Source: an optimization exercise on an open RTL-to-GDS flow (aim: small area and a short achievable clock period). Production flows keep margins and buffers that such runs may drop.
At most, simulation tests tie the RTL to the original design; equivalence was not proved.
Power figures rest on the tool's default switching activity, not on a simulated workload.

== the reference run ==
==> module gb_apu, before the edit <==
module gb_apu (
    input  logic        clk,
    input  logic        reset,
    input  logic [15:0] addr_i,
    input  logic [ 7:0] data_i,
    input  logic        wren,
    output logic [ 7:0] data_o,
    output logic [15:0] left,
    output logic [15:0] right
);
    logic       hi_ok, in_lo, in_hi, in_regs, in_wave, is26;
    logic [4:0] ridx;
    assign hi_ok   = (addr_i[15:6] == 10'b1111111100);
    assign in_lo   = hi_ok & ~addr_i[5] & addr_i[4];
    assign in_hi   = hi_ok & addr_i[5] & ~addr_i[4];
    assign in_regs = in_lo | in_hi;
    assign in_wave = hi_ok & addr_i[5] & addr_i[4];
    assign ridx    = {~addr_i[4], addr_i[3:0]};
    assign is26    = (addr_i == 16'hFF26);
    logic [31:0][7:0] regs, regs_n;
    logic             se;
    assign se = regs[22][7];
    logic       clr;
    logic [7:0] dcol;
    assign clr  = reset | (wren & is26 & ~data_i[7]);
    assign dcol = data_i & {8{~clr}};
    logic [31:0] wsel;
    integer i;
    always_comb begin
        for (i = 0; i < 32; i = i + 1) begin
            if (i == 22) wsel[i] = wren & is26 & (se | data_i[7]);
            else wsel[i] = wren & se & (addr_i == 16'hFF10 + i[15:0]);
        end
        for (i = 0; i < 32; i = i + 1) begin
            regs_n[i] = (clr | wsel[i]) ? dcol : regs[i];
        end
    end
    always_ff @(posedge clk) regs <= regs_n;
    logic [15:0][7:0] wave;
    logic [7:0] cur_byte, byte_n;
    logic [4:0] ptr, ptr_next;
    logic [3:0] wave_waddr;
    logic       wave_we, ch3_dac;
    assign ch3_dac    = regs[10][7];
    assign wave_waddr = ch3_dac ? ptr[4:1] : addr_i[3:0];
    assign wave_we    = ~reset & wren & in_wave;
    integer k;
    always_ff @(posedge clk) begin
        for (k = 0; k < 16; k = k + 1) begin
            if (wave_we & (wave_waddr == k[3:0])) wave[k] <= data_i;
        end
    end
    assign byte_n = (wave_we && (wave_waddr == ptr_next[4:1])) ? data_i : wave[ptr_next[4:1]];
    always_ff @(posedge clk) cur_byte <= byte_n;
    logic [3:0] trig_w, start, sp;
    assign trig_w[0] = wren & data_i[7] & (addr_i == 16'hFF14);
    assign trig_w[1] = wren & data_i[7] & (addr_i == 16'hFF19);
    assign trig_w[2] = wren & data_i[7] & (addr_i == 16'hFF1E);
    assign trig_w[3] = wren & data_i[7] & (addr_i == 16'hFF23);
    always_ff @(posedge clk) begin
        if (~reset) start <= trig_w;
        sp <= reset ? 4'b0000 : (trig_w & ~start);
    end
    logic [15:0] fdiv;
    always_ff @(posedge clk) begin
        if (reset) fdiv <= 16'd0;
        else fdiv <= fdiv + 1'b1;
    end
    logic len_clk, sw_clk, env_clk;
    assign len_clk = &fdiv[13:0];
    assign sw_clk  = &fdiv[14:0];
    assign env_clk = &fdiv[15:0];
    logic [3:0] lv1_n, lv2_n, lv3_n, lv4_n;
    logic ch1_on, ch2_on, ch3_on, ch4_on;
    gbx_pulse #(1) channel_1 (
        .clk    (clk),
        .len_rst(~se),
        .len_clk(len_clk),
        .env_clk(env_clk),
        .sw_clk (sw_clk),
        .sp     (sp[0]),
        .pace   (regs[0][6:4]),
        .dec    (regs[0][3]),
        .nsh    (regs[0][2:0]),
        .duty_n (regs_n[1][7:6]),
        .length (regs[1][5:0]),
        .init   (regs[2][7:4]),
        .inc    (regs[2][3]),
        .nenv   (regs[2][2:0]),
        .single (regs[4][6]),
        .freq   ({regs[4][2:0], regs[3]}),
        .level_n(lv1_n),
        .on     (ch1_on)
    );
    gbx_pulse #(0) channel_2 (
        .clk    (clk),
        .len_rst(~se),
        .len_clk(len_clk),
        .env_clk(env_clk),
        .sw_clk (sw_clk),
        .sp     (sp[1]),
        .pace   (3'd0),
        .dec    (1'b0),
        .nsh    (3'd0),
        .duty_n (regs_n[6][7:6]),
        .length (regs[6][5:0]),
        .init   (regs[7][7:4]),
        .inc    (regs[7][3]),
        .nenv   (regs[7][2:0]),
        .single (regs[9][6]),
        .freq   ({regs[9][2:0], regs[8]}),
        .level_n(lv2_n),
        .on     (ch2_on)
    );
    gbx_wave channel_3 (
        .clk     (clk),
        .len_rst (~se),
        .len_clk (len_clk),
        .start   (start[2]),
        .sp      (sp[2]),
        .length  (regs[11]),
        .vol_n   (regs_n[12][6:5]),
        .on      (ch3_dac),
        .on_n    (regs_n[10][7]),
        .single  (regs[14][6]),
        .freq    ({regs[14][2:0], regs[13]}),
        .byte_n  (byte_n),
        .ptr     (ptr),
        .ptr_next(ptr_next),
        .level_n (lv3_n),
        .en      (ch3_on)
    );
    gbx_noise channel_4 (
        .clk    (clk),
        .len_rst(~se),
        .len_clk(len_clk),
        .env_clk(env_clk),
        .sp     (sp[3]),
        .length (regs[16][5:0]),
        .init   (regs[17][7:4]),
        .inc    (regs[17][3]),
        .nenv   (regs[17][2:0]),
        .shift  (regs[18][7:4]),
        .width7 (regs[18][3]),
        .ratio  (regs[18][2:0]),
        .single (regs[19][6]),
        .level_n(lv4_n),
        .en     (ch4_on)
    );
    logic [31:0][7:0] rdarr;
    always_comb begin
        rdarr     = regs;
        rdarr[22] = {se, 3'b000, ch4_on, ch3_on, ch2_on, ch1_on};
    end
    always_comb begin
        if (in_regs) data_o = rdarr[ridx];
        else if (in_wave) data_o = ch3_dac ? cur_byte : wave[addr_i[3:0]];
        else data_o = 8'hFF;
    end
    logic [7:0] pan_n;
    assign pan_n = regs_n[21];
    logic [5:0] sum_l, sum_r;
    always_ff @(posedge clk) begin
        sum_l <= (pan_n[4] ? {2'b00, lv1_n} : 6'd0) + (pan_n[5] ? {2'b00, lv2_n} : 6'd0)
               + (pan_n[6] ? {2'b00, lv3_n} : 6'd0) + (pan_n[7] ? {2'b00, lv4_n} : 6'd0);
        sum_r <= (pan_n[0] ? {2'b00, lv1_n} : 6'd0) + (pan_n[1] ? {2'b00, lv2_n} : 6'd0)
               + (pan_n[2] ? {2'b00, lv3_n} : 6'd0) + (pan_n[3] ? {2'b00, lv4_n} : 6'd0);
    end
    logic [2:0] vl, vr;
    assign vl = regs[20][6:4] & {3{se}};
    assign vr = regs[20][2:0] & {3{se}};
    logic [8:0] mix_l, mix_r;
    assign mix_l = (vl[0] ? {3'd0, sum_l} : 9'd0) + (vl[1] ? {2'd0, sum_l, 1'b0} : 9'd0)
                 + (vl[2] ? {1'd0, sum_l, 2'b0} : 9'd0);
    assign mix_r = (vr[0] ? {3'd0, sum_r} : 9'd0) + (vr[1] ? {2'd0, sum_r, 1'b0} : 9'd0)
                 + (vr[2] ? {1'd0, sum_r, 2'b0} : 9'd0);
    assign left  = {1'b0, mix_l, 6'b0};
    assign right = {1'b0, mix_r, 6'b0};
endmodule
export LEC_CHECK = 0
export CAP_MARGIN = 20
export CORE_MARGIN = 2
export CORE_UTILIZATION = 60
export CTS_CLUSTER_DIAMETER = 80
export CTS_CLUSTER_SIZE = 30
export SETUP_SLACK_MARGIN = 4.6
export SLEW_MARGIN = 20
create_clock -name core_clock -period 11.0 [get_ports {clk}]
standard.sh (not shown) runs the stock make flow with config.mk's settings and CLKGATE_MAP_FILE= SYNTH_SCRIPT=/design/flow/synth_recipe.tcl, a recipe that flattens the netlist after the stock synthesis.
==> flow/flow/run.sh <==
#!/bin/bash
cp standard.sh standard_sh_copy.txt
cp config.mk config_mk_copy.txt
export BUFFER_PORTS_ARGS="-buffer_cell sky130_fd_sc_hd__buf_2"
bash standard.sh > standard_flow.log 2>&1
The reference run ended with every stage complete and zero timing, DRC or antenna violations.
Edits applied to the flow inputs when going from the reference run to the trial run:
-- flow/design.v --
<<< the reference run, line 285
    output logic [15:0] right
);
    logic       hi_ok, in_lo, in_hi, in_regs, in_wave, is26;
    logic [4:0] ridx;
    assign hi_ok   = (addr_i[15:6] == 10'b1111111100);
    assign in_lo   = hi_ok & ~addr_i[5] & addr_i[4];
    assign in_hi   = hi_ok & addr_i[5] & ~addr_i[4];
    assign in_regs = in_lo | in_hi;
    assign in_wave = hi_ok & addr_i[5] & addr_i[4];
    assign ridx    = {~addr_i[4], addr_i[3:0]};
    assign is26    = (addr_i == 16'hFF26);
    logic [31:0][7:0] regs, regs_n;
    logic             se;
    assign se = regs[22][7];
    logic       clr;
    logic [7:0] dcol;
    assign clr  = reset | (wren & is26 & ~data_i[7]);
    assign dcol = data_i & {8{~clr}};
    logic [31:0] wsel;
    integer i;
    always_comb begin
        for (i = 0; i < 32; i = i + 1) begin
            if (i == 22) wsel[i] = wren & is26 & (se | data_i[7]);
            else wsel[i] = wren & se & (addr_i == 16'hFF10 + i[15:0]);
        end
        for (i = 0; i < 32; i = i + 1) begin
            regs_n[i] = (clr | wsel[i]) ? dcol : regs[i];
        end
    end
>>> the trial run, line 285
    output logic [15:0] right
);
    logic       hi_ok, in_regs, in_wave, is26;
    logic [4:0] ridx;
    assign hi_ok   = (addr_i[15:6] == 10'b1111111100);
    assign in_regs = hi_ok & (addr_i[5] ^ addr_i[4]);
    assign in_wave = hi_ok & addr_i[5] & addr_i[4];
    assign ridx    = {~addr_i[4], addr_i[3:0]};
    assign is26    = in_regs & (ridx == 5'd22);
    logic [31:0][7:0] regs, regs_n;
    logic             se;
    assign se = regs[22][7];
    logic       clr, wr_ok;
    logic [7:0] dcol;
    assign clr   = reset | (wren & is26 & ~data_i[7]);
    assign wr_ok = wren & in_regs & (se | (is26 & data_i[7]));
    assign dcol  = data_i & {8{~clr}};
    integer i;
    always_comb begin
        for (i = 0; i < 32; i = i + 1) begin
            regs_n[i] = (clr | (wr_ok & (ridx == i[4:0]))) ? dcol : regs[i];
        end
    end
==> comparison <==
The trial run | status: complete | timing, DRC, antenna: pass
The trial run: cell area about 2.4% above the reference run
Compared the trial run vs the reference run, and synthesis-to-finish area growth is up in the trial run.
Cells: the trial run has more instances than the reference run
Re final routed wire length divided by cell count: the reference run and the trial run aren't equal, and the lower value belongs to the reference run.
Per the comparison of the trial run with the reference run, worst setup slack after layout went down by 13 ps; part of the total power dissipated in combinational logic increased 0.7 points; detailed-route wire length shows an increase of 4300 um; post-route total power higher.
Taking the reference run as the reference, in the trial run cell area after synthesis climbed 1.2%, detailed-route via count rose about 5.6%, critical path depth went up by 1, largest net degree at the start of global routing lower.
Met3 wire length in the trial run vs the reference run: up about 60%
Looking at source of the critical timing path, the addr_i[1] result is from the trial run; the addr_i[0] one comes from the reference run.
Function not checked in the trial run: the RTL went through the layout flow alone.

-- afterwards: timing with drivers on the ports --
No port has a modelled driver above. Below, the same layouts with a new extraction and two added sets of constraints.
Step 1, drivers: a clkbuf_16 drives clk and a buf_2 each remaining input, both assumed.
Step 2 adds t to the input delays and takes it off the output delays; t is the mean of the earliest and latest rising clock arrival at the registers after step 1. Input paths then give back, and output paths get back, about the clock's delay inside the block.
Slacks: no drivers / after step 1 / after step 2; pairs: no drivers / after step 1.
run	shift t [ns]	slack for setup (ns)	worst setup path at the end
the reference run	0.683	4.628 / 4.388 / 4.013	input to register
the trial run	0.691	4.615 / 4.327 / 3.871	input to register
After both steps every run listed still meets setup and hold. The setup slack of the trial run, which loses most, moves by -0.288 ns with the drivers and by -0.744 ns with both steps.
